Source: an optimization exercise on an open RTL-to-GDS flow (aim: a short achievable clock period and few clock cycles). Production flows keep margins and buffers that such runs may drop.
Only simulation tests tie the RTL to the original design; equivalence was not proved.
Power is estimated from default activity; no workload was simulated.

**constraint.sdc**
```tcl
create_clock -name core_clock -period 9.0 [get_ports {clock}]
set_input_delay 1.8000 -clock core_clock [delete_from_list [all_inputs] [get_ports {clock}]]
set_output_delay 1.8000 -clock core_clock [all_outputs]
set_load 0.01 [all_outputs]
```
**run.sh**
```bash
#!/bin/bash
# synth_recipe.tcl (not shown) runs the flow's synth.tcl, then flattens the netlist and writes it again
# the make line also repeats each setting of config.mk as NAME=value (left out here)
make -C /OpenROAD-flow-scripts/flow DESIGN_CONFIG=/design/flow/config.mk WORK_HOME=/design/flow/orfs CLKGATE_MAP_FILE= SYNTH_SCRIPT=/design/flow/synth_recipe.tcl finish
```
**config.mk**
```make
export PLATFORM = sky130hd
export DESIGN_NAME = eve_core
export DESIGN_NICKNAME = eve_core
export VERILOG_FILES = /design/flow/design.v
export SDC_FILE = /design/flow/constraint.sdc
export NUM_CORES = 4
export LEC_CHECK = 0
export CAP_MARGIN = 20
export CORE_MARGIN = 2
export CORE_UTILIZATION = 40
export SLEW_MARGIN = 20
```
**design.v**
```verilog
module ALU (
    input   [3:0] func_code,
    input   [7:0] A_in,
    input   [7:0] B_in,
    input         ALU_CY_in,
    output logic  [7:0] ALU_out,
    output logic        ALU_CY_out,
    output logic        ALU_SN_out,
    output logic        ALU_ZE_out,
    output logic        ALU_OV_out
  );
  logic  [8:0] ADD_result;
  logic        ADD_overflow;
  logic  [8:0] SUB_result;
  logic        SUB_overflow;
  assign ADD_result = {1'b0, A_in} + {1'b0, B_in} + {8'b0, (func_code[0] & ALU_CY_in)};
  assign SUB_result = {1'b0, A_in} - {1'b0, B_in} - {8'b0, (func_code[0] & ALU_CY_in)};
  assign ADD_overflow = (A_in[7] &  B_in[7] & ~ADD_result[7]) | (~A_in[7] & ~B_in[7] & ADD_result[7]);
  assign SUB_overflow = (A_in[7] & ~B_in[7] & ~SUB_result[7]) | (~A_in[7] &  B_in[7] & SUB_result[7]);
  always_comb begin
    ALU_out = 8'h00;
    ALU_CY_out = 1'b0;
    ALU_OV_out = 1'b0;
    case (func_code)
      4'd0:  ALU_out = A_in & B_in;
      4'd1:  ALU_out = A_in | B_in;
      4'd2:  ALU_out = A_in ^ B_in;
      4'd3:  ALU_out = ~A_in;
      4'd4, 4'd5:
        begin
          ALU_out = ADD_result[7:0];
          ALU_CY_out = ADD_result[8];
          ALU_OV_out = ADD_overflow;
        end
      4'd6, 4'd7:
        begin
          ALU_out = SUB_result[7:0];
          ALU_CY_out = SUB_result[8];
          ALU_OV_out = SUB_overflow;
        end
      4'd8:
        begin
          ALU_out = (~A_in) + 8'd1;
          ALU_OV_out = (A_in == 8'h80);
        end
      4'd9:  ALU_out = 8'h00;
      4'd10: begin ALU_out = {A_in[6:0], 1'b0};      ALU_CY_out = A_in[7]; end
      4'd11: begin ALU_out = {A_in[6:0], ALU_CY_in}; ALU_CY_out = A_in[7]; end
      4'd12: begin ALU_out = {1'b0, A_in[7:1]};      ALU_CY_out = A_in[0]; end
      4'd13: begin ALU_out = {ALU_CY_in, A_in[7:1]}; ALU_CY_out = A_in[0]; end
      4'd14: ALU_out = A_in + 8'd1;
      4'd15: ALU_out = A_in - 8'd1;
    endcase
    ALU_SN_out = ALU_out[7];
    ALU_ZE_out = (ALU_out == 8'h00);
  end
endmodule   
module eve_core (
    input  logic         clock,
    input  logic         reset,
    output logic [15:0]  mem_addr,
    output logic         mem_wr_en,
    output logic [7:0]   mem_wdata,
    input  logic [7:0]   mem_rdata,
    output logic [7:0]   o_OUT_reg_num,
    output logic [7:0]   o_OUT_reg_data,
    output logic         o_OUT_wr_en,
    input  logic         i_OUT_wait,
    output logic [7:0]   o_IN_reg_num,
    output logic         o_IN_read,
    input  logic [7:0]   i_IN_reg_data,
    input  logic         i_IN_ready
  );
  localparam int L = 5;             
  localparam int N = 1 << L;
  localparam [3:0] S_F     = 4'd0,    
                   S_E1    = 4'd1,    
                   S_E2    = 4'd2,    
                   S_LDW   = 4'd3,    
                   S_IDX   = 4'd4,    
                   S_CALL2 = 4'd5,    
                   S_R1    = 4'd6,    
                   S_R2    = 4'd7,    
                   S_INW   = 4'd8,    
                   S_ILL   = 4'd9;    
  logic [3:0]  state;
  logic [15:0] ipc;           
  logic        fetched;       
  logic [15:0] sp;
  logic [15:0] tmp;           
  logic [7:0]  inst_save;     
  logic [7:0]  msb;           
  logic        CY, SN, ZE, OV;
  logic [63:0] regs;          
  logic        w1v;           
  logic [15:0] w1;            
  logic [N-1:0]  c_valid;
  logic [15-L:0] c_tag [0:N-1];
  logic [7:0]    c_op  [0:N-1];
  logic [7:0]    c_b1  [0:N-1];
  logic [7:0]    c_b2  [0:N-1];
  wire [L-1:0] idx  = ipc[L-1:0];
  wire [15:0]  ipc1 = ipc + 16'd1;
  wire [15:0]  ipc2 = ipc + 16'd2;
  wire [15:0]  ipc3 = ipc + 16'd3;
  wire         w1cov = w1v & ((w1 == ipc) | (w1 == ipc1) | (w1 == ipc2));
  wire         hit  = c_valid[idx] & (c_tag[idx] == ipc[15:L]) & ~w1cov;
  wire [7:0] A  = regs[7:0];
  wire [7:0] B  = regs[15:8];
  wire [15:0] XY = {regs[39:32], regs[47:40]};
  wire [15:0] M  = {regs[55:48], regs[63:56]};
  logic [7:0] op;
  logic [7:0] b1, b2;
  always_comb begin
    if (state == S_F) begin
      op = hit ? c_op[idx] : mem_rdata;
      b1 = c_b1[idx];
      b2 = c_b2[idx];
    end else begin
      op = inst_save;
      b1 = (state == S_E1) ? mem_rdata : msb;
      b2 = mem_rdata;
    end
  end
  wire [15:0] nn = {b1, b2};
  wire is_nop    = (op == 8'h00);
  wire is_mov    = (op[7:6] == 2'b01);
  wire is_ld     = (op[7:3] == 5'b10000);
  wire is_st     = (op[7:3] == 5'b10001);
  wire is_push   = (op[7:3] == 5'b10010);
  wire is_pop    = (op[7:3] == 5'b10011);
  wire is_movi   = (op[7:3] == 5'b10100);
  wire is_add16  = (op[7:3] == 5'b10101);
  wire is_alu    = (op[7:4] == 4'b1011);
  wire is_ldsp   = (op == 8'hC0);
  wire is_ldcode = (op == 8'hC1);
  wire is_gotoxy = (op == 8'hC2);
  wire is_call   = (op == 8'hC3);
  wire is_ret    = (op == 8'hC4);
  wire is_in     = (op == 8'hC5);
  wire is_out    = (op == 8'hC6);
  wire is_ldm    = (op == 8'hC7);
  wire is_stm    = (op == 8'hC8);
  wire is_cmp    = (op == 8'hC9);
  wire is_br     = (op[7:4] == 4'b1101);
  wire len2 = is_movi | is_in | is_out;
  wire len3 = is_ld | is_st | is_add16 | is_ldsp | is_call | is_ldm | is_stm | is_br;
  wire len1 = is_nop | is_mov | is_push | is_pop | is_alu | is_ldcode | is_gotoxy | is_ret | is_cmp;
  logic taken;
  wire lt_s = SN ^ OV;
  wire le_s = lt_s | ZE;
  always_comb begin
    case (op[3:0])
      4'd0:  taken = ZE;
      4'd1:  taken = ~ZE;
      4'd2:  taken = lt_s;
      4'd3:  taken = le_s;
      4'd4:  taken = ~le_s;
      4'd5:  taken = ~lt_s;
      4'd6:  taken = CY;
      4'd7:  taken = CY | ZE;
      4'd8:  taken = ~(CY | ZE);
      4'd9:  taken = ~CY;
      4'd10: taken = ~SN;
      4'd11: taken = SN;
      4'd12: taken = ~OV;
      4'd13: taken = OV;
      default: taken = 1'b1;
    endcase
  end
  wire [7:0] r_lo  = regs[8*op[2:0] +: 8];      
  wire [7:0] r_mid = regs[8*op[5:3] +: 8];      
  wire [7:0] alu_out;
  wire alu_cy, alu_sn, alu_ze, alu_ov;
  ALU MyALU (
    .func_code  (is_cmp ? 4'd6 : op[3:0]),
    .A_in       (A),
    .B_in       (B),
    .ALU_CY_in  (CY),
    .ALU_out    (alu_out),
    .ALU_CY_out (alu_cy),
    .ALU_SN_out (alu_sn),
    .ALU_ZE_out (alu_ze),
    .ALU_OV_out (alu_ov));
  logic [15:0] add16_src;
  always_comb begin
    case (op[2:1])
      2'b00: add16_src = XY;
      2'b01: add16_src = M;
      2'b10: add16_src = 16'h0000;
      2'b11: add16_src = {8'h00, A};
    endcase
  end
  wire [15:0] add16_result = add16_src + nn;
  logic [3:0]  next_state;
  logic [15:0] ipc_n;
  logic        fetched_n;
  logic        sp_we;
  logic [15:0] sp_n;
  logic        tmp_we;
  logic [15:0] tmp_n;
  logic        msb_we;
  logic [7:0]  msb_n;
  logic        rf_we8, rf_wexy, rf_wem;
  logic [2:0]  rf_wa;
  logic [7:0]  rf_wd8;
  logic        flags_we;
  logic        exec;
  logic        fill;
  always_comb begin
    next_state = state;
    ipc_n = ipc;
    fetched_n = 1'b0;
    sp_we = 1'b0;
    sp_n = sp + 16'd1;
    tmp_we = 1'b0;
    tmp_n = ipc3;
    msb_we = 1'b0;
    msb_n = mem_rdata;
    rf_we8 = 1'b0;
    rf_wexy = 1'b0;
    rf_wem = 1'b0;
    rf_wa = op[2:0];
    rf_wd8 = mem_rdata;
    flags_we = 1'b0;
    exec = 1'b0;
    fill = 1'b0;
    mem_addr = ipc1;
    mem_wr_en = 1'b0;
    mem_wdata = r_lo;
    o_OUT_reg_num = b1;
    o_OUT_reg_data = A;
    o_OUT_wr_en = 1'b0;
    o_IN_reg_num = (state == S_E1) ? mem_rdata : msb;
    o_IN_read = 1'b0;
    case (state)
      S_F:
        begin
          if (!hit && !fetched)
            begin
              mem_addr = ipc;
              fetched_n = 1'b1;
            end
          else if (!(len1 | len2 | len3))
            next_state = S_ILL;
          else if (hit || len1)
            exec = 1'b1;
          else if (is_br && !taken)
            begin
              mem_addr = ipc3;
              ipc_n = ipc3;
              fetched_n = 1'b1;
            end
          else
            begin
              mem_addr = ipc1;
              next_state = S_E1;
              if (is_in)
                o_IN_read = 1'b1;     
            end
        end
      S_E1:
        begin
          if (len2)
            exec = 1'b1;
          else
            begin
              msb_we = 1'b1;
              mem_addr = ipc2;
              next_state = S_E2;
            end
        end
      S_E2:
        exec = 1'b1;
      S_LDW:
        begin
          rf_we8 = 1'b1;
          rf_wa = (inst_save[7:4] == 4'b1001 || inst_save[7:4] == 4'b1000) ? inst_save[2:0] : 3'd0;
          mem_addr = ipc;
          fetched_n = 1'b1;
          next_state = S_F;
        end
      S_IDX:
        begin
          mem_addr = tmp;
          if (inst_save[3])
            begin
              mem_wr_en = 1'b1;
              mem_wdata = A;
              next_state = S_F;
            end
          else
            next_state = S_LDW;
        end
      S_CALL2:
        begin
          mem_addr = sp - 16'd1;
          mem_wr_en = 1'b1;
          mem_wdata = tmp[15:8];
          sp_we = 1'b1;
          sp_n = sp - 16'd1;
          next_state = S_F;
        end
      S_R1:
        begin
          mem_addr = sp;
          sp_we = 1'b1;
          msb_we = 1'b1;
          next_state = S_R2;
        end
      S_R2:
        begin
          mem_addr = {msb, mem_rdata};
          ipc_n = {msb, mem_rdata};
          fetched_n = 1'b1;
          next_state = S_F;
        end
      S_INW:
        begin
          o_IN_read = 1'b1;
          if (i_IN_ready)
            begin
              rf_we8 = 1'b1;
              rf_wa = 3'd0;
              rf_wd8 = i_IN_reg_data;
              mem_addr = ipc;
              fetched_n = 1'b1;
              next_state = S_F;
            end
        end
      default:
        begin
          next_state = S_ILL;
        end
    endcase
    if (exec)
      begin
        fill = !(state == S_F && hit);
        next_state = S_F;
        if (len1) begin ipc_n = ipc1; end
        if (len2) begin ipc_n = ipc2; end
        if (len3) begin ipc_n = ipc3; end
        mem_addr = ipc_n;
        fetched_n = 1'b1;
        if (is_mov)
          begin
            rf_we8 = 1'b1;
            rf_wd8 = r_mid;
          end
        if (is_alu)
          begin
            rf_we8 = 1'b1;
            rf_wa = 3'd0;
            rf_wd8 = alu_out;
            flags_we = 1'b1;
          end
        if (is_cmp)
          flags_we = 1'b1;
        if (is_movi)
          begin
            rf_we8 = 1'b1;
            rf_wd8 = b1;
          end
        if (is_add16)
          begin
            rf_wexy = ~op[0];
            rf_wem  =  op[0];
          end
        if (is_ldsp)
          begin
            sp_we = 1'b1;
            sp_n = nn;
          end
        if (is_gotoxy)
          begin
            ipc_n = XY;
            mem_addr = XY;
          end
        if (is_br)
          begin
            if (taken)
              begin
                ipc_n = nn;
                mem_addr = nn;
              end
          end
        if (is_ld)
          begin
            mem_addr = nn;
            fetched_n = 1'b0;
            next_state = S_LDW;
          end
        if (is_st)
          begin
            mem_addr = nn;
            mem_wr_en = 1'b1;
            mem_wdata = r_lo;
            fetched_n = 1'b0;
          end
        if (is_ldm | is_stm)
          begin
            tmp_we = 1'b1;
            tmp_n = nn + M;
            fetched_n = 1'b0;
            next_state = S_IDX;
          end
        if (is_push)
          begin
            mem_addr = sp - 16'd1;
            mem_wr_en = 1'b1;
            mem_wdata = r_lo;
            sp_we = 1'b1;
            sp_n = sp - 16'd1;
            fetched_n = 1'b0;
          end
        if (is_pop)
          begin
            mem_addr = sp;
            sp_we = 1'b1;
            fetched_n = 1'b0;
            next_state = S_LDW;
          end
        if (is_ldcode)
          begin
            mem_addr = XY;
            fetched_n = 1'b0;
            next_state = S_LDW;
          end
        if (is_call)
          begin
            mem_addr = sp - 16'd1;
            mem_wr_en = 1'b1;
            mem_wdata = ipc3[7:0];
            tmp_we = 1'b1;
            tmp_n = ipc3;
            sp_we = 1'b1;
            sp_n = sp - 16'd1;
            ipc_n = nn;
            fetched_n = 1'b0;
            next_state = S_CALL2;
          end
        if (is_ret)
          begin
            mem_addr = sp;
            sp_we = 1'b1;
            fetched_n = 1'b0;
            next_state = S_R1;
          end
        if (is_out)
          begin
            if (i_OUT_wait)
              begin
                ipc_n = ipc;
                fetched_n = 1'b0;
              end
            else
              o_OUT_wr_en = 1'b1;
          end
        if (is_in)
          begin
            o_IN_read = 1'b1;
            msb_we = 1'b1;
            msb_n = b1;
            if (state == S_E1 && i_IN_ready)
              begin
                rf_we8 = 1'b1;
                rf_wa = 3'd0;
                rf_wd8 = i_IN_reg_data;
              end
            else
              begin
                fetched_n = 1'b0;
                next_state = S_INW;
              end
          end
      end
  end
  wire [15:0] w1m1 = w1 - 16'd1;
  wire [15:0] w1m2 = w1 - 16'd2;
  always_ff @(posedge clock)
    begin
      if (reset)
        begin
          state     <= S_F;
          ipc       <= 16'h0000;
          fetched   <= 1'b0;
          sp        <= 16'h0000;
          CY        <= 1'b0;
          SN        <= 1'b0;
          ZE        <= 1'b0;
          OV        <= 1'b0;
          regs      <= 64'h0;
          w1v       <= 1'b0;
          c_valid   <= '0;
        end
      else
        begin
          state   <= next_state;
          ipc     <= ipc_n;
          fetched <= fetched_n;
          if (sp_we)
            sp <= sp_n;
          if (flags_we)
            begin
              CY <= alu_cy;
              SN <= alu_sn;
              ZE <= alu_ze;
              OV <= alu_ov;
            end
          if (rf_we8)
            regs[8*rf_wa +: 8] <= rf_wd8;
          else if (rf_wexy)
            begin
              regs[39:32] <= add16_result[15:8];
              regs[47:40] <= add16_result[7:0];
            end
          else if (rf_wem)
            begin
              regs[55:48] <= add16_result[15:8];
              regs[63:56] <= add16_result[7:0];
            end
          w1v <= mem_wr_en;
          for (int i = 0; i < N; i++)
            begin
              if (w1v && ((c_tag[i] == w1[15:L]   && i == w1[L-1:0]) ||
                          (c_tag[i] == w1m1[15:L] && i == w1m1[L-1:0]) ||
                          (c_tag[i] == w1m2[15:L] && i == w1m2[L-1:0])))
                c_valid[i] <= 1'b0;
              else if (fill && i == idx)
                c_valid[i] <= 1'b1;
            end
        end
      w1 <= mem_addr;
      if (state == S_F)
        inst_save <= op;
      if (msb_we)
        msb <= msb_n;
      if (tmp_we)
        tmp <= tmp_n;
      if (fill)
        begin
          c_tag[idx] <= ipc[15:L];
          c_op[idx]  <= op;
          c_b1[idx]  <= b1;
          c_b2[idx]  <= b2;
        end
    end
endmodule   
```
==> summary.txt <==
cell usage in the layout (no fill, tap or decap), types with 26 or more instances in the layout:
master,instances
or3_1,29
ha_1,86
xnor2_1,606
clkbuf_1,32
o221ai_1,32
nand2b_1,39
edfxtp_1,1152
nand4_1,160
o22ai_1,77
buf_6,32
nor4_1,116
dfxtp_1,130
nor2_4,26
mux2i_1,153
a211oi_1,71
inv_1,92
o21ai_0,217
a221oi_1,46
nand2_1,476
xor2_1,439
clkdlybuf4s50_1,43
mux4_2,311
nand3_1,206
clkbuf_16,152
a22oi_1,80
o211ai_1,60
a21oi_1,245
a31oi_1,60
nor3_1,137
buf_4,753
nor2_1,304
buf_12,90
cell usage after synthesis (20+ instances only):
master and instances:
and3_1 26, nand2_1 484, buf_1 94, edfxtp_1 1152, ha_1 86, a311oi_1 20
xnor2_1 621, nor2b_1 23, nand2b_1 39, o211ai_1 60, nand4_1 160, clkbuf_1 281
or4_1 20, a211oi_1 86, or3_1 31, o22ai_1 84, o221ai_1 35, mux2i_1 168
buf_2 69, xor2_1 448, nor2_1 334, o21ai_0 237, a21o_1 23, a21oi_1 270
nor4_1 128, a31oi_1 68, nor3_1 161, and2_1 22, mux2_2 26, inv_1 96
mux4_2 311, a22oi_1 81, nand3_1 210, o31ai_1 26, dfxtp_1 159, a221oi_1 52
state kept, by name (all words and copies together), names as in the netlist, 32 cells and up, named ones only:
| register | flops |
|---|---|
| c_b2 | 256 |
| c_b1 | 256 |
| c_valid | 32 |
| c_op | 256 |
| regs | 64 |
| c_tag | 352 |
cell families after synthesis:
kind of cell | after synthesis
AO/OA/AOI/OAI | 1271
XOR/XNOR | 1069
adder cells (fa/ha/maj) | 93
buffers and inverters | 572
flip-flops | 1311
multiplexers | 506
AND/OR/NAND/NOR | 1709
layer usage:
metal | part of all wire [%] | vias up | GRT usage, %
li1 | - | 26400 | -
met1 | 40 | 33500 | 56.7
met2 | 42 | 4758 | 59.4
met3 | 12 | 1014 | 10.7
met4 | 5.6 | 18 | 19.3
met5 | 0.050 | - | 0
repair_timing:
action                                  CTS  global route
pin swaps                                63            31
hold endpoints to repair                  0             0
setup buffers                            40            27
resized for setup                       241            91
endpoints found under the setup margin   43            43
hold buffers                              0             0
gates cloned                              1             1
area by class of cell:
| class | instances | share of cell area [%] |
|---|---|---|
| Tap cell | 2511 | 3.36 |
| Clock inverter | 82 | 1.12 |
| Multi-Input combinational cell | 4648 | 41.1 |
| Sequential cell | 1311 | 40.5 |
| Antenna cell | 12 | 0.0322 |
| Inverter | 107 | 0.448 |
| Clock buffer | 186 | 4.22 |
| Timing Repair Buffer | 950 | 9.25 |
stage by stage:
stage | util (%) | total power, mW
2_1_floorplan | - | 19.2
3_3_place_gp | 45.4 | 30.3
3_5_place_dp | 45.5 | 30.3
4_1_cts | 48.7 | 37.2
5_1_grt | 49.0 | 38.9
6_report | 49.1 | 38.3
worst reg2reg max path: cells and delay by family (launching register included):
kind / cells / cell delay (ns)
AO/OA/AOI/OAI: 10 / 2.48
buffers and inverters: 8 / 1.65
AND/OR/NAND/NOR: 10 / 2.13
multiplexers: 2 / 0.88
adder cells (fa/ha/maj): 2 / 0.78
flip-flops: 1 / 0.39
XOR/XNOR: 2 / 0.47
final timing paths:
| path | startpoint | endpoint | cells past startpoint |
|---|---|---|---|
| setup / recovery | flip-flop | mem_addr[10] | 27 |
| hold / removal | c_valid[27]$_SDFFE_PP0P_ | c_valid[27]$_SDFFE_PP0P_ | 1 |
| setup reg to reg | flip-flop | regs[62]$_SDFFE_PP0P_ | 34 |
| hold reg to reg | c_valid[27]$_SDFFE_PP0P_ | c_valid[27]$_SDFFE_PP0P_ | 1 |
power by group through the flow:
stage               logic (mW)  clock network (mW)  registers (mW)
floorplan                 10.6                   0            8.64
global placement          21.4                   0            8.91
detailed placement        21.4                   0            8.91
CTS                       22.1                6.35            8.76
global route              23.6                6.57            8.78
finish                    23.2                6.29            8.80
==> metrics.yaml <==
status: "finished with violations"
checkFailReasons: "setup timing"
hpwlAfterDp_mm: 292
synth-adder-area-share_pct: 1.59
synthXorXnorAreaFrac_pct: 12.2
crit_path_end_kind: "output port"
synth_compound_gate_area_share_pct: 11.2
htreeDepth: 4
critical_path_required_ns: 7.20
clock-sinks: 1311
yosys_register_bits: 1311
fmax_mhz: 109
grt_first_pass_wirelength_mm: 547
dp_slack_ns: -0.586
final.fill_count: 17000
first_pass_iters: 8
finClkSkew_ns: 0.0500
seqPwrFrac_pct: 23.0
synthCells: 6531
max_slew.worst_pin.slew_ns: 1.31
later_pin_clock_latency_in_the_skew_report_ns: 0.85
avgRoutedWirePerCell_um: 41.7
finalInstanceArea_mm2: 0.0934
sequential_cell_area_mm2: 0.0378
reg2reg_setup_slack_ns: 0.17
synth_warnings: 2
edff_count_synth: 1152
count_of_final_max_slew_check_failures: 0
synthFlopType: "edfxtp_1"
power_density_mw_per_mm2: 410
max-slew-margin-rel_pct: 12.8
crit_slowest_cell: "mux2i_1"
all_layer_gr_usage_pct: 40.8
power.internal_mw: 19.5
path_buf_inv: 10
routed_wl_mm: 409
clkPwrFrac_pct: 16.4
yosys-mux-area-fraction_pct: 11.7
syn-cell-area_mm2: 0.0767
drt_iter0_markers: 9966
hold_path_class: "flip-flop to flip-flop"
multiInputGateArea_mm2: 0.0383
place_area_mm2: 0.0866
overflow: 0
cp.arrival_ns: 7.41
crit_path_start_kind: "flip-flop"
unrepaired_setup_endpoints_after_global_routing: "true"
die_height_um: 442
die_x_um: 442
yosys.cell_types.count: 101
worst-path-max-fanout: 17
core_area_mm2: 0.190
post-route-worst-setup-slack_ns: -0.215
ys_async_sr_fraction_pct: 0
grt_start_max_net_pins: 65
post_layout_nonfiller_instances: 9807
cts_buffers: 149
max_stage_delay_ns: 0.58
gp_routability_congestion: 1.03
number_of_placed_instances_taps_included: 9461
power_frac_comb_pct: 60.6
count_of_antenna_violating_nets_left_after_detailed_routing: 0
report.final.hold_viol_count: 0
p_sw_share_pct: 49.2
main_combinational_cell_family_by_area_after_synthesis: "XOR/XNOR gates"
worst-setup-path-type: "flip-flop to output port"
via_density_per_instance: 6.70
synth_simple_gate_area_share_pct: 11.0
cts_root_buffer: "clkbuf_16"
crit_share_post_route_pct: 102
io-pin-count: 71
critical_path.most_common_cell: "buf_4"
die_area_mm2: 0.195
p_switching_mw: 18.8
synthDominantAreaCellType: "edfxtp_1"
total_leakage_power_nw: 31.1
drv.max_cap_violation_count: 0
nets: 7280
routed-via-count: 65700
synth_top_area_share_pct: 45.1
clkTransAtPathRegs_ns: 0.06
cp_top_family: "buffers and inverters"
drc_errors_left: 0
peakVddDrop_mv: 0.309
timing.hold.ws_ns: 0.470
clk_path_buf_depth: 3
antenna_found_initial: 47
tritoncts: "done"
grt_pass1_vias: 62000
initial_standard_cell_utilization_of_the_core_pct: 40.3
min_period_ns: 9.21
average_instance_area_after_synthesis_um2: 11.7
drive_above_1_share_pct: 24.5
report.final.setup_viol: 16
placement_rows: 160
io_buffer_count: 70
synth.top_cells.by_area: "edfxtp_1, mux4_2, xnor2_1"
setup-tns-final_ns: -1.48
flow.area_growth_from_synthesis_pct: 21.8
seq_area_frac_synth_pct: 49.3
syn-num-nets: 6644
Testbench counts, summed over its fixed seeds: cycles 308,610.

## separate check: timing with driven ports
The flow's constraints put no driver on any port. The routed layout listed below was extracted and timed again, unchanged, in two steps.
Step 1: set_driving_cell puts a clkbuf_16 on clock and a buf_2 on each other input, an assumption about the parent block.
Step 2 also shifts input and output timing later by t, the mid clock arrival at the registers, as if the neighbouring blocks saw the same clock.
Three values: ideal, step 1, step 2; two values: the first two.
t, ns: 0.922
slack for setup (ns): -0.215 / -0.315 / 0.172
hold slack, ns: 0.470 / 0.470 / 0.470
slew at the worst register clock pin (ns): 0.07 / 0.07
The setup slack of this run moves by -0.100 ns with the drivers and by +0.387 ns with both steps.
